Context: an optimization exercise on an open-source flow, tuned for a short achievable clock period and few clock cycles. The choices shown serve that exercise and are no tape-out recipe.
In this exercise RTL edits were held to simulation tests only and were not proved equivalent to the original.
Power and IR drop assume default switching activity.

===== flow/constraint.sdc =====
create_clock -name core_clock -period 6.5 [get_ports {input_clk}]
set_input_delay 1.3000 -clock core_clock [delete_from_list [all_inputs] [get_ports {input_clk}]]
set_output_delay 1.3000 -clock core_clock [all_outputs]
set_load 0.01 [all_outputs]

===== flow/config.mk =====
export PLATFORM = sky130hd
export DESIGN_NAME = pipeline
export DESIGN_NICKNAME = pipeline
export VERILOG_FILES = /design/flow/design.v
export SDC_FILE = /design/flow/constraint.sdc
export NUM_CORES = 4
export LEC_CHECK = 0
export ABC_CLOCK_PERIOD_IN_PS = 2500
export CAP_MARGIN = 20
export CORE_MARGIN = 2
export CORE_UTILIZATION = 40
export PLACE_DENSITY = 0.6
export SETUP_SLACK_MARGIN = 3.5
export SLEW_MARGIN = 20

===== flow/run.sh =====
#!/bin/bash
# synth_recipe.tcl (not shown) runs the flow's synth.tcl, then flattens the netlist and writes it again
# the make line also repeats each setting of config.mk as NAME=value (left out here)
make -C /OpenROAD-flow-scripts/flow DESIGN_CONFIG=/design/flow/config.mk WORK_HOME=/design/flow/orfs CLKGATE_MAP_FILE= SYNTH_SCRIPT=/design/flow/synth_recipe.tcl finish

===== flow/design.v =====
`timescale 1ns / 1ps
module pipeline #( parameter A_SIZE = 10,
                   parameter D_SIZE = 32)
                (
                input                           input_clk,
                input                           reset,
                input           [15:0]          instruction,
                input           [D_SIZE-1:0]    data_in,
                output          [A_SIZE-1:0]    pc,
                output          [D_SIZE-1:0]    data_out,
                output          [A_SIZE-1:0]    addr,
                output                          mem_wr_en,
                output                          halted
                );
    wire clk = input_clk;
    logic [9:0]  pc_q;           
    logic        halt_q;
    logic        d_v;
    logic [15:0] d_ir;
    logic [9:0]  d_pc1;          
    logic [9:0]  d_pnpc;         
    logic        d_pt;           
    logic [9:0]  d_rtgt;         
    logic        d_alu, d_shift, d_halt, d_ld, d_ldc, d_st, d_wr, d_shl;
    logic        d_use_x, d_use_y, d_br, d_jmp, d_rind;
    logic [2:0]  d_dest, d_rx;
    logic        d_add, d_sub, d_log, d_shr, d_sra;
    logic [3:0]  d_tt;
    logic [7:0]  d_top;          
    logic        e_v;            
    logic [31:0] e_a, e_b;
    logic [31:0] e_sa, e_ca;     
    logic        e_wen, e_load;
    logic [2:0]  e_dest;
    logic        e_add, e_sub, e_log, e_shr, e_shl, e_sra;
    logic [3:0]  e_tt;           
    logic [7:0]  e_shlo;         
    logic [3:0]  e_shhi;         
    logic        e_s5;
    logic        e_br, e_jmp, e_rind;  
    logic [2:0]  e_c;
    logic        e_pt;
    logic [9:0]  e_pc1, e_pnpc, e_rtgt;
    logic        w_v, w_wen, w_load;    
    logic [2:0]  w_dest;
    logic [31:0] w_res;
    logic [31:0] rf [0:7];
    logic [9:0]  addr_q;
    logic [31:0] dout_q;
    logic        we_q;
    logic [9:0]  sv [0:7];       
    logic [7:0]  sk;             
    logic [7:0]  ss;             
    logic [9:0]  e_nv;           
    logic        e_nk, e_ns;
    logic [9:0]  d_va, d_vb, d_vd;             
    logic        d_ka, d_kb, d_kd, d_sa, d_sb, d_sd;
    logic [7:0]  d_rx_oh, d_ry_oh;             
    assign pc        = pc_q;
    assign addr      = addr_q;
    assign data_out  = dout_q;
    assign mem_wr_en = we_q;
    assign halted    = halt_q;
    wire [31:0] sum_a, sum_s;
    ks_add #(32) add_a (.a(e_a), .b(e_b),  .cin(1'b0), .s(sum_a), .cout());
    ks_add #(32) add_s (.a(e_a), .b(~e_b), .cin(1'b1), .s(sum_s), .cout());
    logic [31:0] lg;
    always_comb
        for (int i = 0; i < 32; i++) lg[i] = e_tt[{e_a[i], e_b[i]}];
    wire        fill  = e_sra & e_sa[31];
    wire [63:0] x_r   = {{32{fill}}, e_sa};
    wire [63:0] x_l   = {e_sa, 32'd0};
    logic [55:0] r1;
    logic [31:0] shr, l1, shl;
    always_comb begin
        r1 = '0;
        for (int i = 0; i < 56; i++)
            for (int k = 0; k < 8; k++)
                r1[i] = r1[i] | (e_shlo[k] & x_r[i + k]);
        for (int i = 0; i < 32; i++) begin
            shr[i] = e_s5 & fill;
            for (int m = 0; m < 4; m++)
                shr[i] = shr[i] | (e_shhi[m] & r1[i + 8*m]);
        end
        for (int i = 0; i < 32; i++) begin
            l1[i] = 1'b0;
            for (int k = 0; k < 8; k++)
                l1[i] = l1[i] | (e_shlo[k] & x_l[32 + i - k]);
        end
        for (int i = 0; i < 32; i++) begin
            shl[i] = 1'b0;
            for (int m = 0; m < 4; m++)
                if (i >= 8*m) shl[i] = shl[i] | (e_shhi[m] & l1[i - 8*m]);
        end
    end
    wire [31:0] alu_o = ({32{e_log}} & lg) | ({32{e_shr}} & shr) | ({32{e_shl}} & shl);
    wire [31:0] alu   = e_add ? (e_sub ? sum_s : sum_a) : alu_o;
    logic cond;
    always_comb
        case (e_c[1:0])
            2'b00: cond =  e_ca[31];
            2'b01: cond = ~e_ca[31];
            2'b10: cond = (e_ca == 32'd0);
            default: cond = (e_ca != 32'd0);
        endcase
    wire       taken   = e_jmp | (~e_c[2] & cond);
    wire       tgt_bad = e_rind & (e_b[9:0] != e_pnpc);
    wire       mispred = e_v & e_br & ((taken ^ e_pt) | (taken & tgt_bad));
    wire [9:0] act_npc = taken ? (e_rind ? e_b[9:0] : e_rtgt) : e_pc1;
    wire [31:0] w_val = w_load ? data_in : w_res;
    wire [2:0] d_ry = d_ir[2:0];
    wire [7:0] imm  = d_ir[7:0];
    wire ld_stall = d_v & e_v & e_load &
                    ((d_use_x & (d_rx == e_dest)) | (d_use_y & (d_ry == e_dest)));
    wire e_fwd = e_v & e_wen & ~e_load;
    wire w_fwd = w_v & w_wen;
    wire xw = w_fwd & (w_dest == d_rx);
    wire yw = w_fwd & (w_dest == d_ry);
    logic [31:0] xo, yo;
    always_comb begin
        xo = ({32{xw & ~d_ldc}} & w_val) | ({32{d_ldc}} & {24'd0, imm});
        yo = {32{yw & ~d_ldc}} & w_val;
        for (int j = 0; j < 8; j++) begin
            xo = xo | ({32{d_rx_oh[j] & ~xw & ~d_ldc}} & rf[j]);
            yo = yo | ({32{d_ry_oh[j] & ~yw & ~d_ldc}} & rf[j]);
        end
    end
    wire xsel = ~d_ldc & e_fwd & (e_dest == d_rx);
    wire ysel = ~d_ldc & e_fwd & (e_dest == d_ry);
    wire xs_a = xsel & e_add & ~e_sub, xs_s = xsel & e_add & e_sub, xs_o = xsel & ~e_add;
    wire ys_a = ysel & e_add & ~e_sub, ys_s = ysel & e_add & e_sub, ys_o = ysel & ~e_add;
    wire [31:0] xv = ({32{xs_a}} & sum_a) | ({32{xs_s}} & sum_s) | ({32{xs_o}} & alu_o) | ({32{~xsel}} & xo);
    wire [31:0] yv = ({32{ys_a}} & sum_a) | ({32{ys_s}} & sum_s) | ({32{ys_o}} & alu_o) | ({32{~ysel}} & yo);
    wire [31:0] xv_s = ({32{xs_a & d_shift}} & sum_a) | ({32{xs_s & d_shift}} & sum_s) |
                       ({32{xs_o & d_shift}} & alu_o) | ({32{~xsel & d_shift}} & xo);
    wire [31:0] xv_c = ({32{xs_a & d_br}} & sum_a) | ({32{xs_s & d_br}} & sum_s) |
                       ({32{xs_o & d_br}} & alu_o) | ({32{~xsel & d_br}} & xo);
    wire as_a = d_st ? xs_a : ys_a, as_s = d_st ? xs_s : ys_s, as_o = d_st ? xs_o : ys_o;
    wire as_n = d_st ? ~xsel : ~ysel;
    wire [9:0] ao = d_st ? xo[9:0] : yo[9:0];
    wire [9:0] av = ({10{as_a}} & sum_a[9:0]) | ({10{as_s}} & sum_s[9:0]) | ({10{as_o}} & alu_o[9:0]) | ({10{as_n}} & ao);
    wire d_go   = d_v & ~mispred & ~ld_stall;   
    wire f_hold = ld_stall;                     
    wire       e_tw = e_v & e_wen;
    wire [9:0] va = d_va, vb = d_vb, vd = d_vd;
    wire       ka = d_ka, kb = d_kb, kd = d_kd, sa = d_sa, sb = d_sb, sd = d_sd;
    logic [9:0] pv [0:7];
    logic [7:0] pk, ps;
    always_comb
        for (int j = 0; j < 8; j++) begin
            if (d_v && d_wr && d_dest == j) begin
                pv[j] = {2'b00, imm}; pk[j] = d_ldc; ps[j] = d_ldc;
            end else if (e_tw && e_dest == j) begin
                pv[j] = e_nv; pk[j] = e_nk; ps[j] = e_ns;
            end else begin
                pv[j] = sv[j]; pk[j] = sk[j]; ps[j] = ss[j];
            end
        end
    wire [9:0] t_add, t_sub;
    wire       t_add_c, t_sub_c;
    ks_add #(10, 4) add_t (.a(va), .b(vb),  .cin(1'b0), .s(t_add), .cout(t_add_c));
    ks_add #(10, 4) sub_t (.a(va), .b(~vb), .cin(1'b1), .s(t_sub), .cout(t_sub_c));
    wire [41:0] t_shl = {32'd0, vd} << d_ir[4:0];
    wire        sab   = sa & sb;
    wire [9:0]  n_alu = ({10{d_top[0]}} & t_add) | ({10{d_top[1]}} & t_sub) |
                        ({10{d_top[2]}} & (va & vb)) | ({10{d_top[3]}} & (va | vb)) |
                        ({10{d_top[4]}} & (va ^ vb)) | ({10{d_top[5]}} & ~(va & vb)) |
                        ({10{d_top[6]}} & ~(va | vb)) | ({10{d_top[7]}} & ~(va ^ vb));
    wire        s_alu = (d_top[0] & sab & ~t_add_c) | (d_top[1] & sab & t_sub_c) |
                        (d_top[2] & (sa | sb)) | ((d_top[3] | d_top[4]) & sab);
    logic [9:0] n_v;
    logic       n_k, n_s;
    always_comb begin
        n_v = 10'd0; n_k = 1'b0; n_s = 1'b0;
        if (d_ldc) begin
            n_v = {2'b00, imm}; n_k = 1'b1; n_s = 1'b1;
        end else if (d_alu) begin
            n_v = n_alu;
            n_k = ka & kb;
            n_s = s_alu & n_k;
        end else if (d_shl) begin
            if (d_ir[5]) begin
                n_v = 10'd0; n_k = 1'b1; n_s = 1'b1;
            end else begin
                n_v = t_shl[9:0]; n_k = kd; n_s = sd & (t_shl[41:10] == 32'd0);
            end
        end else if (d_shift) begin              
            n_k = (d_ir[5] & ~d_sra) | sd;
            n_s = n_k;
            n_v = d_ir[5] ? 10'd0 : (vd >> d_ir[4:0]);
        end
    end
    always_ff @(posedge clk) begin
        e_nv <= n_v;
        e_nk <= n_k;
        e_ns <= n_s;
    end
    always_ff @(posedge clk, negedge reset)
        if (!reset) begin
            for (int i = 0; i < 8; i++) sv[i] <= '0;
            sk <= 8'hff;
            ss <= 8'hff;
        end else if (e_tw) begin
            sv[e_dest] <= e_nv;
            sk[e_dest] <= e_nk;
            ss[e_dest] <= e_ns;
        end
    wire [9:0] b_v  = d_ldc ? {2'b00, imm} : d_ir[5] ? 10'd0 : t_shl[9:0];
    wire       b_k  = d_ldc | (d_shl & (d_ir[5] | kd));
    wire       e_nz = (e_nv != 10'd0);
    logic [9:0] fv [0:7];
    logic [7:0] ftk, czk, cnz, csk;
    always_comb
        for (int j = 0; j < 8; j++) begin
            if (d_v && d_wr && d_dest == j) begin
                fv[j]  = b_v;
                ftk[j] = b_k;
                czk[j] = d_ldc;
                cnz[j] = (imm != 8'd0);
                csk[j] = d_ldc;
            end else if (e_tw && e_dest == j) begin
                fv[j]  = e_nv;
                ftk[j] = e_nk;
                czk[j] = e_nk & (e_ns | e_nz);
                cnz[j] = e_nz;
                csk[j] = e_ns;
            end else begin
                fv[j]  = sv[j];
                ftk[j] = sk[j];
                czk[j] = sk[j] & (ss[j] | (sv[j] != 10'd0));
                cnz[j] = (sv[j] != 10'd0);
                csk[j] = ss[j];
            end
        end
    wire [6:0] fop = instruction[15:9];
    logic f_alu, f_shift, f_halt, f_ld, f_ldc, f_st, f_jmp, f_jmpc, f_jmprc, f_jmpr;
    logic f_add, f_sub, f_log, f_shr, f_sra, f_shl;
    logic [3:0] f_tt;
    logic [7:0] f_top;
    always_comb begin
        {f_alu, f_shift, f_halt, f_ld, f_ldc, f_st, f_jmp, f_jmpc, f_jmprc, f_jmpr} = '0;
        {f_add, f_sub, f_log, f_shr, f_sra, f_shl} = '0;
        f_tt  = 4'b1100;                         
        f_top = 8'd0;
        casez (fop)
            7'd1, 7'd2:  begin f_alu = 1'b1; f_add = 1'b1; f_top[0] = 1'b1; end
            7'd3, 7'd4:  begin f_alu = 1'b1; f_add = 1'b1; f_sub = 1'b1; f_top[1] = 1'b1; end
            7'd5:        begin f_alu = 1'b1; f_log = 1'b1; f_tt = 4'b1000; f_top[2] = 1'b1; end
            7'd6:        begin f_alu = 1'b1; f_log = 1'b1; f_tt = 4'b1110; f_top[3] = 1'b1; end
            7'd7:        begin f_alu = 1'b1; f_log = 1'b1; f_tt = 4'b0110; f_top[4] = 1'b1; end
            7'd8:        begin f_alu = 1'b1; f_log = 1'b1; f_tt = 4'b0111; f_top[5] = 1'b1; end
            7'd9:        begin f_alu = 1'b1; f_log = 1'b1; f_tt = 4'b0001; f_top[6] = 1'b1; end
            7'd10:       begin f_alu = 1'b1; f_log = 1'b1; f_tt = 4'b1001; f_top[7] = 1'b1; end
            7'd11:       begin f_shift = 1'b1; f_shr = 1'b1; end
            7'd12:       begin f_shift = 1'b1; f_shr = 1'b1; f_sra = 1'b1; end
            7'd13, 7'd14: begin f_shift = 1'b1; f_shl = 1'b1; end
            7'd15:       f_halt = 1'b1;
            7'b00100??:  f_ld = 1'b1;
            7'b00101??:  begin f_ldc = 1'b1; f_log = 1'b1; end
            7'b00110??:  f_st = 1'b1;
            7'b1000???:  f_jmp = 1'b1;
            7'b1100???:  f_jmpr = 1'b1;
            7'b1010???:  f_jmpc = 1'b1;
            7'b1110???:  f_jmprc = 1'b1;
            default: ;
        endcase
    end
    wire       f_cc   = ~fop[2];                 
    wire       f_wr   = f_alu | f_shift | f_ld | f_ldc;
    wire [2:0] f_dest = (f_ld | f_ldc) ? instruction[10:8] : instruction[8:6];
    wire [2:0] f_rx   = f_alu ? instruction[5:3] : f_st ? instruction[10:8] : instruction[8:6];
    wire f_use_x = f_alu | f_shift | f_st | ((f_jmpc | f_jmprc) & f_cc);
    wire f_use_y = f_alu | f_ld | f_st | f_jmp | (f_jmpc & f_cc);
    wire f_br    = f_jmp | ((f_jmpc | f_jmprc) & f_cc);
    wire f_rind  = f_jmp | f_jmpc;
    wire [2:0] fc     = fop[2:0];
    wire [2:0] fr     = instruction[8:6];
    wire [2:0] ft     = instruction[2:0];
    wire [9:0] f_pc1  = pc_q + 10'd1;
    wire [9:0] f_rtgt = pc_q + {4'd0, instruction[5:0]};
    wire       t_k  = ftk[ft];
    wire [9:0] t_v  = fv[ft];
    logic [3:0] kt [0:7];
    always_comb
        for (int j = 0; j < 8; j++)
            kt[j] = {czk[j] & cnz[j], czk[j] & ~cnz[j], csk[j], 1'b0};
    wire [3:0] kt_r = kt[fr];
    wire cond_t  = f_cc & kt_r[fc[1:0]];
    wire pt_reg  = t_k & (f_jmp | (f_jmpc & cond_t));
    wire pt_rel  = f_jmpr | (f_jmprc & cond_t);
    wire [9:0] f_pnpc = pt_rel ? f_rtgt : pt_reg ? t_v : f_pc1;
    wire       f_pt   = pt_rel | pt_reg;
    always_ff @(posedge clk, negedge reset)
        if (!reset) begin
            pc_q   <= '0;
            halt_q <= 1'b0;
            d_v    <= 1'b0;
            e_v    <= 1'b0;
            w_v    <= 1'b0;
            we_q   <= 1'b0;
        end else if (!halt_q) begin
            if (mispred)      pc_q <= act_npc;
            else if (!f_hold) pc_q <= f_pnpc;
            if (mispred)      d_v <= 1'b0;
            else if (!f_hold) d_v <= 1'b1;
            halt_q <= d_v & d_halt & ~mispred;
            e_v    <= d_go & ~d_halt;
            we_q   <= d_go & d_st;
            w_v    <= e_v;
        end
    always_ff @(posedge clk)
        if (!f_hold) begin
            d_ir    <= instruction;
            d_pc1   <= f_pc1;
            d_pnpc  <= f_pnpc;
            d_pt    <= f_pt;
            d_rtgt  <= f_rtgt;
            d_alu   <= f_alu;
            d_shift <= f_shift;
            d_halt  <= f_halt;
            d_ld    <= f_ld;
            d_ldc   <= f_ldc;
            d_st    <= f_st;
            d_wr    <= f_wr;
            d_shl   <= f_shl;
            d_use_x <= f_use_x;
            d_use_y <= f_use_y;
            d_br    <= f_br;
            d_jmp   <= f_jmp;
            d_rind  <= f_rind;
            d_dest  <= f_dest;
            d_rx    <= f_rx;
            d_add   <= f_add;
            d_sub   <= f_sub;
            d_log   <= f_log;
            d_shr   <= f_shr;
            d_sra   <= f_sra;
            d_tt    <= f_tt;
            d_top   <= f_top;
            d_rx_oh <= 8'd1 << f_rx;
            d_ry_oh <= 8'd1 << instruction[2:0];
            d_va    <= pv[instruction[5:3]];
            d_vb    <= pv[instruction[2:0]];
            d_vd    <= pv[instruction[8:6]];
            d_ka    <= pk[instruction[5:3]];
            d_kb    <= pk[instruction[2:0]];
            d_kd    <= pk[instruction[8:6]];
            d_sa    <= ps[instruction[5:3]];
            d_sb    <= ps[instruction[2:0]];
            d_sd    <= ps[instruction[8:6]];
        end
    always_ff @(posedge clk) begin
        e_a    <= xv;
        e_sa   <= xv_s;
        e_ca   <= xv_c;
        e_b    <= yv;
        e_wen  <= d_wr;
        e_load <= d_ld;
        e_dest <= d_dest;
        e_add  <= d_add;
        e_sub  <= d_sub;
        e_log  <= d_log;
        e_tt   <= d_tt;
        e_shr  <= d_shr;
        e_sra  <= d_sra;
        e_shl  <= d_shl;
        e_shlo <= 8'd1 << d_ir[2:0];
        e_shhi <= d_ir[5] ? 4'd0 : (4'd1 << d_ir[4:3]);
        e_s5   <= d_ir[5];
        e_br   <= d_br;
        e_jmp  <= d_jmp;
        e_rind <= d_rind;
        e_c    <= d_ir[11:9];
        e_pt   <= d_pt;
        e_pc1  <= d_pc1;
        e_pnpc <= d_pnpc;
        e_rtgt <= d_rtgt;
    end
    always_ff @(posedge clk) begin
        addr_q <= av;
        if (d_st) dout_q <= yv;          
    end
    always_ff @(posedge clk) begin
        w_wen  <= e_wen;
        w_load <= e_load;
        w_dest <= e_dest;
        w_res  <= alu;
    end
    always_ff @(posedge clk, negedge reset)
        if (!reset) begin
            for (int i = 0; i < 8; i++) rf[i] <= '0;
        end else if (!halt_q && w_v && w_wen)
            rf[w_dest] <= w_val;
endmodule
module ks_add #(parameter W = 32, parameter L = 5) (
    input  [W-1:0] a,
    input  [W-1:0] b,
    input          cin,
    output [W-1:0] s,
    output         cout
);
    wire [W-1:0] g [0:L];
    wire [W-1:0] p [0:L];
    assign g[0] = a & b;
    assign p[0] = a ^ b;
    genvar l, i;
    generate
        for (l = 0; l < L; l = l + 1) begin : lv
            for (i = 0; i < W; i = i + 1) begin : bt
                if (i >= (1 << l)) begin : c
                    assign g[l+1][i] = g[l][i] | (p[l][i] & g[l][i - (1 << l)]);
                    assign p[l+1][i] = p[l][i] & p[l][i - (1 << l)];
                end else begin : n
                    assign g[l+1][i] = g[l][i];
                    assign p[l+1][i] = p[l][i];
                end
            end
        end
    endgenerate
    wire [W-1:0] co = g[L] | (p[L] & {W{cin}});
    assign s    = p[0] ^ {co[W-2:0], cin};
    assign cout = co[W-1];
endmodule

==> run notes, run 1 <==
outcome=no timing/DRC/antenna violations; CP required=7.08 ns; Slew Limit Fails=0; Critical Path End=pc_q[2]$_DFFE_PN0P_; post-synthesis register bit count=780; CTS tree=done; Num CTS Buffers=91; row cnt=125; layout cell share with drive strength beyond 1=25.41%; syn avg cell area=8.795 um^2; GRT overflow=0; leakage=0.02416 uW; buffers added on ports=103; sequential area share after synthesis=40.76%; yosys warns=8; Finished Layout Cells=7124; Setup CP Type=reg2reg; CP max FO=7; setup TNS=0 ns; Switching Power=8760 uW; Synth area leaders=dfrtp_1 (19%), dfxtp_1 (11%), edfxtp_1 (10%), nand2_1 (4.8%), a21oi_1 (4.3%); Final Core Density=51.50%; Final ANT Viol Nets=0; Worst R2R Path Depth=14; clk buf depth=3; worst skew pair latency=0.73 ns; max incr delay on CP=0.55 ns; register share of total power=33.2%; synthesis-to-layout area growth=27.81%; initial antenna violation count=12; Mapped Cells=5324; dpl hpwl=151.2 mm; # H-tree levels=3; Die Ht=346.1 um; Tmin final=3.534 ns; pin count of the biggest net entering global routing=116; Worst slew margin=25.46%; WL/cell=31.39 um; 1st-pass router iterations=9; RSZ-0062 raised after global routing=true; die area=119800 um^2; Synth Flop Type=dfrtp_1; final hold vios=0; Distinct cells, synth=98; GRT Resource Usage Total=35.38%; FFs w/ async S/R, synth=47.05%; Final period util=54.38%; die width=346.1 um; Reg clk slew, reported paths=0.06 ns; VDD IR-drop max=0.0002529 V; final total power=22320 uW; startpoint types=register; Final setup violation count=0; worst setup path startpoint=e_nv[2]$_DFF_P_; Reg2Reg Setup Slack=2.97 ns; Iter 0 DRT Violations=7269; Peak Freq=0.2829 GHz; placed cell count=6637; Hold Crit Class=reg2reg; crit-path cells=buf_12, or4_4, o41ai_4, buf_6, o22a_1, a21oi_1, a22o_1, o41ai_4, o21ai_4, buf_12, buf_8, a211oi_4, o32ai_2, a22o_1; Internal Power=13560 uW; I/O pins=104; Fillers=10465; Post-synth EDFFs=161; Final Skew=0.05521 ns; Synth top area share=18.76%; first-pass GRT wire length=315.0 mm; combinational share of power=41.4%; reg2reg start=e_nv[2]$_DFF_P_; Mapped Area=46820 um^2; reg-to-reg endpoint=pc_q[2]$_DFFE_PN0P_; starting density of the core=40.29%; clock power share=25.4%; final WL=223.6 mm; CTS root buffer=clkbuf_16; arrival time of the worst setup path=4.11 ns; hold slack=0.3114 ns; crit end category=register; vias in the first global route=44344; PwrDens=373.0 nW/um^2; cts hold-fix bufs=0; switching part of the total power=39.24%; Max Cap Violations=0; Vias/cell=6.684; routability cong.=1.083; core region area=116200 um^2; Residual DRC=0; clock sink count=780; via count=47619; Crit-path slowest cell=or4_4; Synth area leader=dfrtp_1; post-synthesis net count=5484; worst slew pin tran=1.087 ns; nets@finish=5678
[layout make-up]
| cell class | instances | area (um^2) | share of cell area, % |
|---|---|---|---|
| Sequential cell | 780 | 19250 | 32.17 |
| Inverter | 220 | 893.4 | 1.493 |
| Timing Repair inverter | 3 | 20.02 | 0.03345 |
| Clock buffer | 115 | 2469 | 4.125 |
| Clock inverter | 57 | 842.1 | 1.407 |
| Antenna cell | 3 | 7.507 | 0.01254 |
| Timing Repair Buffer | 541 | 5097 | 8.517 |
| Multi-Input combinational cell | 3881 | 29360 | 49.06 |
| Tap cell | 1524 | 1907 | 3.186 |
[power by group through the flow]
stage / Clock (uW) / Combinational (uW) / Sequential [uW]
floorplan: 0 / 4340 / 7010
global placement: 0 / 6250 / 7430
detailed placement: 0 / 6280 / 7460
CTS: 5700 / 7750 / 7370
global route: 5900 / 9690 / 7530
finish: 5670 / 9230 / 7420
[timing repair]
action / CTS / global route
resized for setup: 662 / 401
cloned: 7 / 5
setup endpoints to repair: 443 / 320
setup buffers: 176 / 124
pin swaps: 137 / 168
[cells by family (layout without fill, tap and decap cells)]
family	after synthesis	in the layout	share of synthesized area, %
flops	780	780	40.76
xor+xnor	96	96	1.796
simple gates	1623	1625	16.12
fa+ha+maj	110	110	2.987
buf+inv	665	936	5.387
other cells	0	3	0
compound gates	1746	1746	24.82
mux	304	304	8.137
[cell usage after synthesis (14+ instances only)]
master	n
dfxtp_1	252
o211ai_1	25
a21oi_1	405
and2_1	39
ha_1	107
a21boi_0	14
mux2i_1	186
o31ai_1	21
or3_1	15
a221o_1	27
and4_1	19
nor3_1	64
xor2_1	30
a211oi_1	38
mux2_2	63
xnor2_1	66
dfstp_2	16
clkbuf_1	397
buf_1	37
nor4_1	44
nand4_1	119
mux4_2	55
o21a_1	29
o21ai_0	401
dfrtp_1	351
and3_1	46
nand3_1	90
a22oi_1	249
a22o_1	61
or2_2	21
a222oi_1	52
nand2b_1	46
o21bai_1	20
nor2_1	439
a221oi_1	88
o22ai_1	78
edfxtp_1	161
or4_1	14
inv_1	218
nand2_1	594
o221ai_1	20
a21o_1	33
a31oi_1	39
nor2b_1	29
a2bb2oi_1	21
[worst max-delay path: cells and delay by family (launching register included)]
family                 cells  cell delay (ns)
buffers and inverters      4             0.61
DFF                        1             0.33
and+or+nand+nor            1             0.55
AOI/OAI and AO/OA          9             1.90
[layer usage]
| layer | global-route usage [%] | part of all wire (%) |
|---|---|---|
| met1 | 44.62 | 37 |
| met2 | 54.75 | 44 |
| met3 | 6.784 | 11 |
| met4 | 24.62 | 8.7 |
| met5 | 0 | 0.017 |
[placed cells by master (no fill, tap or decap), types with 53 or more instances in the layout]
| cell type | netlist | layout |
|---|---|---|
| a21oi_1 | 405 | 344 |
| a221oi_1 | 88 | 53 |
| a22o_1 | 61 | 61 |
| a22oi_1 | 249 | 245 |
| buf_4 | 0 | 323 |
| buf_6 | 2 | 68 |
| clkbuf_16 | 0 | 94 |
| clkdlybuf4s50_1 | 0 | 69 |
| dfrtp_1 | 351 | 339 |
| dfxtp_1 | 252 | 198 |
| edfxtp_1 | 161 | 161 |
| ha_1 | 107 | 71 |
| inv_1 | 218 | 185 |
| mux2i_1 | 186 | 124 |
| mux4_2 | 55 | 55 |
| nand2_1 | 594 | 562 |
| nand3_1 | 90 | 75 |
| nand4_1 | 119 | 119 |
| nor2_1 | 439 | 405 |
| o21ai_0 | 401 | 320 |
| o22ai_1 | 78 | 60 |
[through the flow]
stage	area, um^2	worst slack [ns]
finish	59850	2.966
global route	59840	2.905
CTS	56980	3.070
detailed placement	49500	1.643
floorplan	47400	2.879
global placement	49490	1.736
[how the worst min path moves through the flow]
stage	depth (start not counted)	from	endpoint	slack [ns]
global route	0	d_rtgt[2]$_DFFE_PN_	e_rtgt[2]$_DFF_P_	0.34
finish	0	d_rind$_DFFE_PN_	e_rind$_DFF_P_	0.31
floorplan	0	d_add$_DFFE_PN_	e_add$_DFF_P_	0.32
global placement	0	d_pc1[7]$_DFFE_PN_	e_pc1[7]$_DFF_P_	0.32
detailed placement	0	d_ir[11]$_DFFE_PN_	e_c[2]$_DFF_P_	0.33
CTS	0	d_rind$_DFFE_PN_	e_rind$_DFF_P_	0.32
[flip-flops by register name, indices dropped and copies added, names as in the netlist, 11 cells and up]
signal,cells
e_sa,32
rf,256
sv,80
dout_q,32
e_ca,32
d_ir,11
e_a,32
e_b,32
w_res,32
Testbench counts, summed over its fixed seeds: cycles 153,591.
==> run 2: changes to the inputs <==
==> flow/config.mk (replaced) <==
export PLATFORM = sky130hd
export DESIGN_NAME = pipeline
export DESIGN_NICKNAME = pipeline
export VERILOG_FILES = /design/flow/design.v
export SDC_FILE = /design/flow/constraint.sdc
export NUM_CORES = 4
export LEC_CHECK = 0
export CAP_MARGIN = 20
export CORE_MARGIN = 2
export CORE_UTILIZATION = 40
export PLACE_DENSITY = 0.65
export SETUP_SLACK_MARGIN = 4.0
export SLEW_MARGIN = 20
export TNS_END_PERCENT = 100
==> run 2 against run 1 <==
  * Setup slack improved by 0.16 ns
  * Synthesized area unchanged
  * Final cell count increased by 3.3%
  * Clock-buffer cell count grew 9
  * First-iteration DRC count grew 11%
  * Flip-flop and latch count did not move
  * Wire length rose by 3.4%
  * Sequential power about the same
  * Largest power group unchanged
==> run notes, run 2 <==
outcome=no timing/DRC/antenna violations; Fillers=9843; yosys warns=8; dpl hpwl=146.6 mm; clock sink count=780; Top reg by flops=rf; Worst slew margin=20.08%; vias in the first global route=46113; die area=119800 um^2; Mapped Area=46820 um^2; most common cell in the synthesized netlist=nand2_1; pin count of the biggest net entering global routing=186; core region area=116200 um^2; Reg clk slew, reported paths=0.06 ns; worst slew pin tran=1.190 ns; post-synthesis net count=5484; startpoint types=register; initial antenna violation count=8; first-pass GRT wire length=321.6 mm; Post-synth EDFFs=161; Residual DRC=0; Num CTS Buffers=87; 1st-pass router iterations=12; final total power=22710 uW; Synth Flop Type=dfrtp_1; number of flip-flops in the largest register=256; combinational share of power=44.1%; routability cong.=1.053; Post-synth top cells=nand2_1 (594), nor2_1 (439), a21oi_1 (405); CP max FO=18; Synth area leaders=dfrtp_1 (19%), dfxtp_1 (11%), edfxtp_1 (10%), nand2_1 (4.8%), a21oi_1 (4.3%); crit end category=register; Distinct cells, synth=98; Final setup violation count=0; Tmin final=3.375 ns; hold slack=0.3308 ns; buffers added on ports=103; CTS tree=done; die width=346.1 um; clock power share=23.2%; GRT overflow=0; cts hold-fix bufs=0; Max Cap Violations=0; Mapped Cells=5324; most frequent cells in the layout=nand2_1 (530), buf_4 (429), nor2_1 (395); arrival time of the worst setup path=3.95 ns; final hold vios=0; layout cell share with drive strength beyond 1=34.47%; Hold Crit Class=reg2reg; nets@finish=5915; Peak Freq=0.2963 GHz; row cnt=125; switching part of the total power=39.94%; Reg area=19290 um^2; Vias/cell=6.818; worst skew pair latency=0.72 ns; PwrDens=352.7 nW/um^2; Internal Power=13640 uW; Synth area leader=dfrtp_1; # H-tree levels=3; synthesis-to-layout area growth=37.52%; Die Ht=346.1 um; largest registers=rf x256, sv x80; worst slack at placement=1.974 ns; register share of total power=32.8%; Slew Limit Fails=0; Switching Power=9069 uW; Final ANT Viol Nets=0; CP required=7.07 ns; via count=50167; design area=64390 um^2; clk buf depth=3; CTS root buffer=clkbuf_16; I/O pins=104; VDD IR-drop max=0.0002390 V; Final period util=51.93%; setup TNS=0 ns; final WL=231.2 mm; Iter 0 DRT Violations=8077; leakage=0.02597 uW; Final Skew=0.06611 ns; Synth top area share=18.76%; placed inst area=50030 um^2; most common cell after layout, fill and taps aside=nand2_1; Setup WS post-layout=3.125 ns; RSZ-0062 raised after global routing=true; starting density of the core=40.29%; area of the multi-input gates=31510 um^2; Setup CP Type=reg2reg; post-synthesis register bit count=780; GRT Resource Usage Total=35.87%; sequential area share after synthesis=40.76%; WL/cell=31.42 um; FFs w/ async S/R, synth=47.05%; syn avg cell area=8.795 um^2
[run 2: changes by cell type in the layout (fill, tap and decap cells not counted), sizes merged, moves of 3 or more]
cell | previous run | this run
clkdlybuf4s50 | 69 | 31
dlymetal6s2s | 4 | 0
dlygate4sd2 | 20 | 2
bufbuf | 4 | 7
clkinv | 29 | 24
clkbuf | 121 | 134
clkinvlp | 18 | 11
buf | 437 | 730
bufinv | 14 | 6
[run 2: cells by family (layout without fill, tap and decap cells)]
kind of cell / count (synthesis) / after routing / share of synthesized area (%)
AOI/OAI and AO/OA: 1746 / 1746 / 24.82
DFF: 780 / 780 / 40.76
other: 0 / 5 / 0
buffers and inverters: 665 / 1166 / 5.387
and+or+nand+nor: 1623 / 1627 / 16.12
adders and majority gates: 110 / 110 / 2.987
xor gates and xnor gates: 96 / 96 / 1.796
muxes: 304 / 304 / 8.137
[run 2: what timing repair did]
item                       4_1_cts  5_1_grt
setup buffers                  341      192
cloned                          20        9
pin swaps                      203      265
gates resized for setup       1259      514
setup endpoints to repair      496      466
[run 2: power by group through the flow]
stage / sequential, uW / clock [uW] / combinational [uW]
floorplan: 7020 / 0 / 4630
global placement: 7450 / 0 / 6400
detailed placement: 7480 / 0 / 6450
CTS: 7360 / 5270 / 8340
global route: 7540 / 5460 / 10400
finish: 7440 / 5260 / 10000
[run 2: cell type report]
| type | count | area share (%) |
|---|---|---|
| diodes | 5 | 0.01943 |
| clock buffers | 124 | 3.896 |
| clock inverters | 39 | 0.8297 |
| inverters | 220 | 1.391 |
| multi-input cells | 3883 | 48.94 |
| flip-flops and latches | 780 | 29.95 |
| well taps | 1524 | 2.961 |
| repair buffers | 780 | 11.98 |
| repair inverters | 3 | 0.03498 |
[run 2: path summary, 6_finish.rpt]
| check | from | to | slack [ns] | cells after the start |
|---|---|---|---|---|
| hold / removal | d_ld$_DFFE_PN_ | e_load$_DFF_P_ | 0.33 | 0 |
| max in group asynchronous | reset | rf[0][24]$_DFFE_PN0P_ | 4.50 | 3 |
| min in group asynchronous | reset | e_v$_DFFE_PN0N_ | 0.61 | 1 |
| setup / recovery | d_ir[4]$_DFFE_PN_ | pc_q[2]$_DFFE_PN0P_ | 3.12 | 13 |
| hold reg to reg | d_ld$_DFFE_PN_ | e_load$_DFF_P_ | 0.33 | 0 |
| setup reg to reg | d_ir[4]$_DFFE_PN_ | pc_q[2]$_DFFE_PN0P_ | 3.12 | 13 |
[run 2: stage by stage]
step                util [%]  std cells
global route           55.40       7353
floorplan                  -       5324
detailed placement     43.05       6627
finish                 55.41       7358
global placement       43.04       6626
CTS                    51.95       7151
[run 2: layer usage]
layer	vias to the layer above	share of wire (%)	GRT usage, %
li1	20715	-	-
met1	24051	36	45.48
met2	4209	42	53.67
met3	1182	13	8.498
met4	10	9.6	25.63
met5	-	0.030	0
[run 2: critical path: stages (launching register included)]
cell and delay, ns:
edfxtp_1 0.31, buf_4 0.40, nor4_2 0.11, buf_4 0.19
a211oi_1 0.43, a31oi_1 0.14, nand4b_1 0.17, o2111ai_2 0.17
o41ai_4 0.40, o21ai_4 0.19, buf_6 0.18, a211oi_2 0.19
o32ai_1 0.10, a22o_1 0.24
==> run 3: changes to the inputs <==
--- a/flow/config.mk
+++ b/flow/config.mk
@@ -9,6 +9,6 @@
 export CORE_MARGIN = 2
 export CORE_UTILIZATION = 40
 export PLACE_DENSITY = 0.65
-export SETUP_SLACK_MARGIN = 4.0
+export SETUP_SLACK_MARGIN = 4.5
 export SLEW_MARGIN = 20
 export TNS_END_PERCENT = 100
==> run 3 against run 2 <==
  * Critical path depth decreased by 1
  * Sequential share of layout area fell by 1.0 points
  * Maximum frequency shrank 0.52%
  * Combinational power about the same
  * Wire length up 3.4%
  * Utilization is 2.0 points higher
  * Register-to-register slack got worse by 0.02 ns
  * Via count is 0.82% higher
  * Clock-buffer cell count down 16
  * Global-route usage is 0.74 points higher
  * First-iteration DRC count increased by 2.6%
==> run notes, run 3 <==
RSZ-0062 raised after global routing=true; Switching Power=9083 uW; initial antenna violation count=4; Fillers=9456; worst slack at placement=1.842 ns; leakage=0.02673 uW; outcome=no timing/DRC/antenna violations; Internal Power=13580 uW; Final period util=52.20%; FFs w/ async S/R, synth=47.05%; via count=50579; setup TNS=0 ns; Mapped Area=46820 um^2; most frequent cells in the layout=nand2_1 (518), buf_4 (423), nor2_1 (353); Die Ht=346.1 um; first-pass GRT wire length=326.2 mm; layout cell share with drive strength beyond 1=37.21%; die width=346.1 um; dpl hpwl=147.3 mm; GRT Resource Usage Total=36.61%; crit end category=register; I/O pins=104; Worst R2R Path Depth=12; Tmin final=3.393 ns; vias in the first global route=46142; CTS tree=done; Synth area leaders=dfrtp_1 (19%), dfxtp_1 (11%), edfxtp_1 (10%), nand2_1 (4.8%), a21oi_1 (4.3%); Hold Crit Class=reg2reg; CTS root buffer=clkbuf_16; GRT overflow=0; syn avg cell area=8.795 um^2; worst slew pin tran=1.055 ns; final hold vios=0; Iter 0 DRT Violations=8290; Max Cap Violations=0; 1st-pass router iterations=13; combinational share of power=43.7%; Synth top area share=18.76%; buffers added on ports=103; yosys warns=8; Residual DRC=0; Slew Limit Fails=0; VDD IR-drop max=0.0002921 V; starting density of the core=40.29%; routability cong.=1.058; nets@finish=5973; synthesis-to-layout area growth=42.48%; WL/cell=32.26 um; CP max FO=8; # H-tree levels=3; Post-synth top cells=nand2_1 (594), nor2_1 (439), a21oi_1 (405); Synth Flop Type=dfrtp_1; switching part of the total power=40.07%; die area=119800 um^2; Synth area leader=dfrtp_1; worst skew pair latency=0.76 ns; startpoint types=register; Reg clk slew, reported paths=0.07 ns; Worst slew margin=29.15%; CP required=7.11 ns; Final ANT Viol Nets=0; arrival time of the worst setup path=4.00 ns; sequential area share after synthesis=40.76%; row cnt=125; Num CTS Buffers=88; Final Core Density=57.41%; clk buf depth=3; hold slack=0.2826 ns; post-synthesis register bit count=780; PwrDens=339.8 nW/um^2; Antenna Cells=0; clock sink count=780; Final Skew=0.07859 ns; Post-synth EDFFs=161; post-synthesis net count=5484; Reg area=19290 um^2; register share of total power=33.0%; area of the multi-input gates=32440 um^2; number of flip-flops in the largest register=256; core region area=116200 um^2; Final setup violation count=0; cts hold-fix bufs=0; Worst Hold Depth=0; Setup WS post-layout=3.107 ns; Top reg by flops=rf; most common cell after layout, fill and taps aside=nand2_1; largest registers=rf x256, sv x80; Distinct cells, synth=98; Vias/cell=6.824; Peak Freq=0.2947 GHz; Setup CP Type=reg2reg; pin count of the biggest net entering global routing=131; clock power share=23.3%; most common cell in the synthesized netlist=nand2_1; Mapped Cells=5324; final WL=239.1 mm
[run 3: cell count changes in the layout (fill, tap and decap cells not counted), sizes merged, moves of 2 or more]
cell         change
clkinvlp         +2
clkbuf           -8
bufbuf           +2
diode            -5
clkinv          +12
dlygate4sd2      -2
buf             +47
nand3            +2
[run 3: final timing paths]
kind / from / to / slack, ns
min: d_ld$_DFFE_PN_ / e_load$_DFF_P_ / 0.28
max: e_nv[5]$_DFF_P_ / pc_q[5]$_DFFE_PN0P_ / 3.11
max reg2reg: e_nv[5]$_DFF_P_ / pc_q[5]$_DFFE_PN0P_ / 3.11
max in group asynchronous: reset / pc_q[7]$_DFFE_PN0P_ / 4.62
min in group asynchronous: reset / rf[1][30]$_DFFE_PN0P_ / 0.51
min reg2reg: d_ld$_DFFE_PN_ / e_load$_DFF_P_ / 0.28
[run 3: logic make-up after synthesis]
logic type | after synthesis | synth area share [%]
and+or+nand+nor | 1623 | 16.12
DFF | 780 | 40.76
AOI/OAI and AO/OA | 1746 | 24.82
buffers and inverters | 665 | 5.387
adders and majority gates | 110 | 2.987
muxes | 304 | 8.137
xor gates and xnor gates | 96 | 1.796
[run 3: power by group through the flow]
| stage | combinational (uW) | sequential, uW | clock [uW] |
|---|---|---|---|
| floorplan | 4740 | 7030 | 0 |
| global placement | 6480 | 7470 | 0 |
| global route | 10300 | 7590 | 5490 |
| finish | 9890 | 7490 | 5280 |
| detailed placement | 6550 | 7490 | 0 |
| CTS | 8420 | 7390 | 5280 |
[run 3: repair_timing]
item / 4_1_cts / 5_1_grt
resized for setup: 1410 / 505
gates cloned: 37 / 26
endpoints found under the setup margin: 809 / 921
setup buffers: 382 / 197
pin swaps: 303 / 214
[run 3: critical path, cell delays in order, from the launching register on]
cell     delay [ns]
dfxtp_2        0.33
buf_12         0.12
or4_4          0.54
o41ai_4        0.34
buf_6          0.20
o22a_1         0.20
a21oi_1        0.08
a22o_1         0.26
o41ai_4        0.38
o21ai_4        0.20
nand2_4        0.21
a22oi_2        0.12
a211o_1        0.26
[run 3: cell type report]
type | instances | share of cell area (%)
multi-input combinational | 3886 | 48.63
sequential | 780 | 28.92
timing repair buffer | 836 | 13.67
clock buffer | 108 | 3.601
tap | 1524 | 2.858
inverter | 220 | 1.362
clock inverter | 57 | 0.9509
timing repair inverter | 1 | 0.01125
[run 3: stage by stage]
step	instances	total power [uW]	cell area, um^2
detailed placement	6605	14040	50460
finish	7412	22670	66710
global route	7412	23390	66710
floorplan	5324	11770	49610
global placement	6605	13950	50460
CTS	7189	21090	62300
[run 3: per-layer routing]
layer / routed length, um / track usage, %
met5: 25 / 0
met3: 30010 / 9.094
met1: 85200 / 46.01
met4: 22560 / 26.30
met2: 101300 / 54.88
==> run 4: changes to the inputs <==
--- a/flow/config.mk
+++ b/flow/config.mk
@@ -9,6 +9,6 @@
 export CORE_MARGIN = 2
 export CORE_UTILIZATION = 40
 export PLACE_DENSITY = 0.65
-export SETUP_SLACK_MARGIN = 4.5
+export SETUP_SLACK_MARGIN = 5.0
 export SLEW_MARGIN = 20
 export TNS_END_PERCENT = 100
==> run 4 against run 3 <==
  * Still clean
  * Flip-flop and latch count is the same
  * Synthesized area is the same
  * Global-route usage grew 4.5 points
  * Sequential share of layout area shrank 3.0 points
  * Maximum frequency shrank 8.3%
  * Hold slack gained 0.058 ns
  * Wire length grew 16%
  * Register-to-register slack lost 0.31 ns
  * Power grew 10%
==> run notes, run 4 <==
outcome=no timing/DRC/antenna violations; GRT overflow=0; final hold vios=0; most common cell after layout, fill and taps aside=buf_4; nets@finish=6277; FFs w/ async S/R, synth=47.05%; leakage=0.02958 uW; post-synthesis net count=5484; row cnt=125; WL/cell=36.03 um; syn avg cell area=8.795 um^2; die width=346.1 um; pin count of the biggest net entering global routing=98; final total power=24950 uW; dpl hpwl=152.4 mm; synthesis-to-layout area growth=59.20%; largest registers=rf x256, sv x80; VDD IR-drop max=0.0003255 V; post-synthesis register bit count=780; placed inst area=51080 um^2; vias in the first global route=50349; via count=55661; Most Crowded Layer GR=met2; Peak Freq=0.2703 GHz; Final period util=56.92%; Setup CP Type=reg2reg; CP required=6.98 ns; Synth top area share=18.76%; worst slew pin tran=1.218 ns; Top reg by flops=rf; first-pass GRT wire length=363.2 mm; crit end category=register; Post-synth EDFFs=161; worst skew pair latency=0.79 ns; CTS root buffer=clkbuf_16; met1 Use GR=49.03%; number of flip-flops in the largest register=256; yosys warns=8; I/O pins=104; clk buf depth=3; Final Core Density=64.15%; RSZ-0062 raised after global routing=true; GRT Resource Usage Total=41.13%; Synth Flop Type=dfrtp_1; routability cong.=1.029; Worst slew margin=17.95%; design area=74540 um^2; Final Skew=0.08178 ns; Residual DRC=0; Final setup violation count=0; Hold Crit Class=reg2reg; Synth area leaders=dfrtp_1 (19%), dfxtp_1 (11%), edfxtp_1 (10%), nand2_1 (4.8%), a21oi_1 (4.3%); initial antenna violation count=18; Max Cap Violations=0; Post-synth top cells=nand2_1 (594), nor2_1 (439), a21oi_1 (405); Mapped Cells=5324; final WL=278.4 mm; CP max FO=25; buffers added on ports=103; most common cell in the synthesized netlist=nand2_1; PwrDens=334.7 nW/um^2; Synth area leader=dfrtp_1; die area=119800 um^2; Slew Limit Fails=0; cts hold-fix bufs=0; core region area=116200 um^2; sequential area share after synthesis=40.76%; Tmin final=3.700 ns; Reg clk slew, reported paths=0.06 ns; Vias/cell=7.204; Final ANT Viol Nets=0; setup TNS=0 ns; Num CTS Buffers=89; arrival time of the worst setup path=4.18 ns; Distinct cells, synth=98; CTS tree=done; layout cell share with drive strength beyond 1=48.63%; met2 Use GR=59.81%; most frequent cells in the layout=buf_4 (485), nand2_1 (406), dfrtp_1 (337); Die Ht=346.1 um; Iter 0 DRT Violations=10595; M3 GR Usage=13.32%; starting density of the core=40.29%; # H-tree levels=3; 1st-pass router iterations=14; clock sink count=780; startpoint types=register; Mapped Area=46820 um^2
==> run 4: cell types whose count changed in the layout (fill, tap and decap cells not counted), moves of 86 or more <==
| cell | delta |
|---|---|
| nor2_1 | -127 |
| nand2_1 | -112 |
| a21oi_1 | -95 |
| o21ai_0 | -148 |
| buf_6 | +135 |
| nor2_4 | +110 |
| o21ai_2 | +86 |
==> run 4: per-stage QoR <==
stage | hold slack [ns] | instances | setup WS (ns)
6_report | 0.3403 | 7726 | 2.800
5_1_grt | 0.3490 | 7718 | 2.853
4_1_cts | 0.3403 | 7417 | 3.107
3_5_place_dp | 0.3269 | 6612 | 1.828
3_3_place_gp | 0.3243 | 6612 | 1.856
2_1_floorplan | 0.3233 | 5324 | 2.883
==> run 4: cell families after synthesis <==
kind of cell             count (synthesis)  synth area share [%]
AO/OA/AOI/OAI                         1746                 24.82
AND/OR/NAND/NOR                       1623                 16.12
flip-flops                             780                 40.76
buffers and inverters                  665                 5.387
multiplexers                           304                 8.137
adder cells (fa/ha/maj)                110                 2.987
XOR/XNOR                                96                 1.796
==> run 4: metal layers <==
layer  vias to the layer above  share of wire (%)
met5                         -              0.053
li1                      21536                  -
met2                      5378                 41
met4                        16                 12
met3                      2017                 15
met1                     26714                 33
==> run 4: area by class of cell <==
| type | instances | area [um^2] |
|---|---|---|
| tap | 1524 | 1907 |
| multi-input combinational | 3888 | 35730 |
| inverter | 220 | 920.9 |
| clock inverter | 47 | 639.4 |
| antenna | 8 | 20.02 |
| sequential | 780 | 19300 |
| timing repair buffer | 1136 | 13520 |
| timing repair inverter | 2 | 15.01 |
| fill | 8329 | 41660 |
| clock buffer | 121 | 2479 |
==> run 4: critical path, cell delays in order (launching register included) <==
cell and delay (ns):
edfxtp_1 0.47, buf_6 0.16, buf_4 0.12, buf_8 0.15
xor2_2 0.19, nor4_4 0.27, buf_6 0.19, nor2_4 0.06
and2_1 0.20, buf_6 0.20, a22o_1 0.28, a221oi_1 0.21
nand3_1 0.57, o21a_1 0.31
==> run 4: path summary, 6_finish.rpt <==
kind | endpoint | slack (ns) | cells after the start | startpoint
worst max-delay path | dout_q[31]$_DFFE_PP_ | 2.80 | 13 | d_ir[0]$_DFFE_PN_
max in group asynchronous | ss[7]$_DFFE_PN1P_ | 5.17 | 2 | reset
min in group asynchronous | rf[0][24]$_DFFE_PN0P_ | 0.40 | 1 | reset
worst min register to register | e_rtgt[3]$_DFF_P_ | 0.34 | 0 | d_rtgt[3]$_DFFE_PN_
worst max register to register | dout_q[31]$_DFFE_PP_ | 2.80 | 13 | d_ir[0]$_DFFE_PN_
worst min-delay path | e_rtgt[3]$_DFF_P_ | 0.34 | 0 | d_rtgt[3]$_DFFE_PN_
==> run 4: power breakdown <==
part           switching [uW]  leakage [uW]  total [uW]  internal, uW
Sequential               1610       0.00822        7910          6290
Combinational            6310        0.0199       11600          5240
Clock                    2440       0.00150        5480          3050
==> run 4: repair_timing <==
action                     4_1_cts  5_1_grt
buffers inserted               551      278
cloned                          86       23
resized for setup             2022      909
pin swaps                      383      342
setup endpoints to repair     1161      973
==> run 5: changes to the inputs <==
--- a/flow/design.v
+++ b/flow/design.v
@@ -55,6 +55,7 @@
     logic        e_nk, e_ns;
     logic [9:0]  d_va, d_vb, d_vd;             
     logic        d_ka, d_kb, d_kd, d_sa, d_sb, d_sd;
+    logic        d_immnz;                      
     logic [7:0]  d_rx_oh, d_ry_oh;             
     assign pc        = pc_q;
     assign addr      = addr_q;
@@ -216,7 +217,7 @@
                 fv[j]  = b_v;
                 ftk[j] = b_k;
                 czk[j] = d_ldc;
-                cnz[j] = (imm != 8'd0);
+                cnz[j] = d_immnz;
                 csk[j] = d_ldc;
             end else if (e_tw && e_dest == j) begin
                 fv[j]  = e_nv;
@@ -339,6 +340,7 @@
             d_top   <= f_top;
             d_rx_oh <= 8'd1 << f_rx;
             d_ry_oh <= 8'd1 << instruction[2:0];
+            d_immnz <= (instruction[7:0] != 8'd0);
             d_va    <= pv[instruction[5:3]];
             d_vb    <= pv[instruction[2:0]];
             d_vd    <= pv[instruction[8:6]];
--- a/flow/config.mk
+++ b/flow/config.mk
@@ -9,6 +9,6 @@
 export CORE_MARGIN = 2
 export CORE_UTILIZATION = 40
 export PLACE_DENSITY = 0.65
-export SETUP_SLACK_MARGIN = 5.0
+export SETUP_SLACK_MARGIN = 4.0
 export SLEW_MARGIN = 20
 export TNS_END_PERCENT = 100
==> run 5 against run 4 <==
  * Still clean on timing, DRC and antenna
  * Wire length down 18%
  * Setup slack worse by 0.048 ns
  * Synthesized area down 0.17%
  * Combinational power down 14%
  * Register-to-register slack worse by 0.05 ns
  * Highest routed layer unchanged
==> run notes, run 5 <==
outcome=no timing/DRC/antenna violations; Synth Flop Type=dfrtp_1; worst slew pin tran=1.254 ns; number of flip-flops in the largest register=256; placed inst area=49620 um^2; synthesis-to-layout area growth=35.44%; startpoint types=register; crit end category=register; Synth area leader=dfrtp_1; Distinct cells, synth=89; most frequent cells in the layout=nand2_1 (532), nor2_1 (404), buf_4 (402); Post-synth top cells=nand2_1 (573), nor2_1 (451), a21oi_1 (446); cts hold-fix bufs=0; Mapped Cells=5327; largest registers=rf x256, sv x80; worst path buffer plus inverter count=4; post-synthesis register bit count=781; Iter 0 DRT Violations=7756; VDD IR-drop max=0.0002760 V; post-synthesis net count=5487; Mapped Area=46740 um^2; most common cell after layout, fill and taps aside=nand2_1; final hold vios=0; Reg clk slew, reported paths=0.06 ns; buffers added on ports=103; leakage=0.02588 uW; first-pass GRT wire length=320.1 mm; Max Cap Violations=0; yosys warns=8; die width=345.9 um; crit-path cells=or4_4, or3_4, buf_6, o21a_1, mux2_2, o22ai_2, nor4_2, o41ai_2, buf_4, nand4_4, buf_12, buf_16, mux2i_2, o21a_1; final total power=22670 uW; RSZ-0062 raised after global routing=true; Finished Layout Cells=7356; die area=119600 um^2; clk buf depth=3; clock sink count=781; Vias/cell=6.713; dpl hpwl=142.0 mm; sequential area share after synthesis=40.89%; max incr delay on CP=0.57 ns; via count=49384; Post-synth EDFFs=162; Final setup violation count=0; Most common cell on crit path=o21a_1; initial antenna violation count=8; Reg area=19340 um^2; CP required=6.95 ns; pin count of the biggest net entering global routing=178; Final Skew=0.03022 ns; row cnt=125; Hold Crit Class=reg2reg; arrival time of the worst setup path=4.20 ns; area of the multi-input gates=30210 um^2; worst skew pair latency=0.71 ns; WL/cell=31.01 um; most common cell in the synthesized netlist=nand2_1; Synth area leaders=dfrtp_1 (19%), dfxtp_1 (11%), edfxtp_1 (10%), a21oi_1 (4.8%), nand2_1 (4.6%); Fillers=9978; final WL=228.1 mm; Crit-path slowest cell=or4_4; Top reg by flops=rf; layout cell share with drive strength beyond 1=31.88%; Setup CP Type=reg2reg; GRT overflow=0; worst slack at placement=1.122 ns; 1st-pass router iterations=10; Setup WS post-layout=2.752 ns; routability cong.=0.9999; Final ANT Viol Nets=0; GRT Resource Usage Total=35.77%; CTS root buffer=clkbuf_16; CP max FO=5; Final Core Density=54.56%; core region area=116000 um^2; Peak Freq=0.2668 GHz; CP top delay family=simple AND/OR/NAND/NOR gates; placed cell count=6627; Residual DRC=0; # H-tree levels=3; vias in the first global route=46014; Final period util=57.66%; I/O pins=104; Die Ht=345.9 um; PwrDens=358.0 nW/um^2; Worst slew margin=15.51%; design area=63310 um^2; starting density of the core=40.28%; Tmin final=3.748 ns; Slew Limit Fails=0; CTS tree=done; Num CTS Buffers=89; nets@finish=5913; syn avg cell area=8.775 um^2; Synth top area share=18.79%; FFs w/ async S/R, synth=46.99%
-- run 5: changes by cell type in the layout (fill, tap and decap cells not counted), moves of 131 or more --
cell     change
a21oi_2    -133
nor2_4     -131
buf_6      -146
nor2_1     +178
o21ai_0    +206
a21oi_1    +189
-- run 5: worst paths after layout --
kind,start,endpoint,slack (ns),cells past startpoint
hold reg to reg,d_rtgt[5]$_DFFE_PN_,e_rtgt[5]$_DFF_P_,0.33,0
min in group asynchronous,reset,rf[4][1]$_DFFE_PN0P_,0.47,1
hold / removal,d_rtgt[5]$_DFFE_PN_,e_rtgt[5]$_DFF_P_,0.33,0
setup / recovery,e_nv[8]$_SDFF_PP0_,d_pnpc[8]$_DFFE_PN_,2.75,14
setup reg to reg,e_nv[8]$_SDFF_PP0_,d_pnpc[8]$_DFFE_PN_,2.75,14
max in group asynchronous,reset,pc_q[5]$_DFFE_PN0P_,4.69,2
-- run 5: timing repair --
| action | CTS | global route |
|---|---|---|
| buffers inserted | 363 | 149 |
| setup endpoints to repair | 507 | 434 |
| gates cloned | 25 | 22 |
| pin swaps | 237 | 189 |
| gates resized for setup | 1297 | 371 |
-- run 5: layer usage --
layer	GRT usage, %	vias up	routed length, um
li1	-	20673	-
met1	44.04	23810	81680
met2	53.68	3773	97550
met3	8.703	1120	24930
met4	28.24	8	23900
met5	0	-	49
-- run 5: cell families (layout without fill, tap and decap cells) --
family	count (synthesis)	in the layout	synth area share (%)
simple gates	1562	1571	15.29
buf+inv	678	1170	5.517
flops	781	781	40.89
fa+ha+maj	110	110	2.993
xor+xnor	105	105	1.967
mux	321	321	8.421
compound gates	1770	1771	24.92
other cells	0	3	0
-- run 5: area by class of cell --
class	instances	area share, %
Antenna cell	3	0.01186
Clock buffer	129	4.095
Clock inverter	38	0.7016
Inverter	228	1.417
Multi-Input combinational cell	3878	47.71
Sequential cell	781	30.55
Tap cell	1524	3.012
Timing Repair Buffer	775	12.50
-- run 5: power by group --
| group | total (uW) | switching, uW | internal, uW |
|---|---|---|---|
| logic | 9990 | 5490 | 4500 |
| clock network | 5270 | 2260 | 3010 |
| registers | 7410 | 1110 | 6300 |
| total | 22700 | 8860 | 13800 |
-- run 5: per-stage QoR --
| step | TNS, ns | hold WS, ns |
|---|---|---|
| after floorplan | -0.6763 | 0.3233 |
| after global placement | 0 | 0.3235 |
| after detailed placement | 0 | 0.3269 |
| after CTS | 0 | 0.3323 |
| after global routing | 0 | 0.3422 |
| final | 0 | 0.3300 |
Testbench counts of run 5, summed over its fixed seeds: cycles 153,591.

[port drivers added, routing unchanged]
No port has a modelled driver above. Below, the same layouts with a new extraction and two added sets of constraints. Step 1 assumes that a clkbuf_16 drives the clock port and a buf_2 every other input. Step 2 adds t to the input delays and takes it off the output delays; t is the mean of the earliest and latest rising clock arrival at the registers after step 1. Input paths then give back, and output paths get back, about the clock's delay inside the block. Slacks: ideal ports / drivers / drivers and shift; pairs: ideal ports / drivers.
run	t, ns	setup slack, ns	pins driven straight from the clock port
run 1	0.787	2.966 / 2.966 / 2.244	1
run 2	0.765	3.125 / 3.125 / 2.534	1
run 3	0.806	3.107 / 3.107 / 2.432	1
run 4	0.838	2.800 / 2.800 / 2.303	1
run 5	0.776	2.752 / 2.752 / 2.053	1
After both steps setup and hold are still met in every run listed. The setup slack of run 1, which loses most, moves by 0.000 ns with the drivers and by -0.722 ns with both steps.
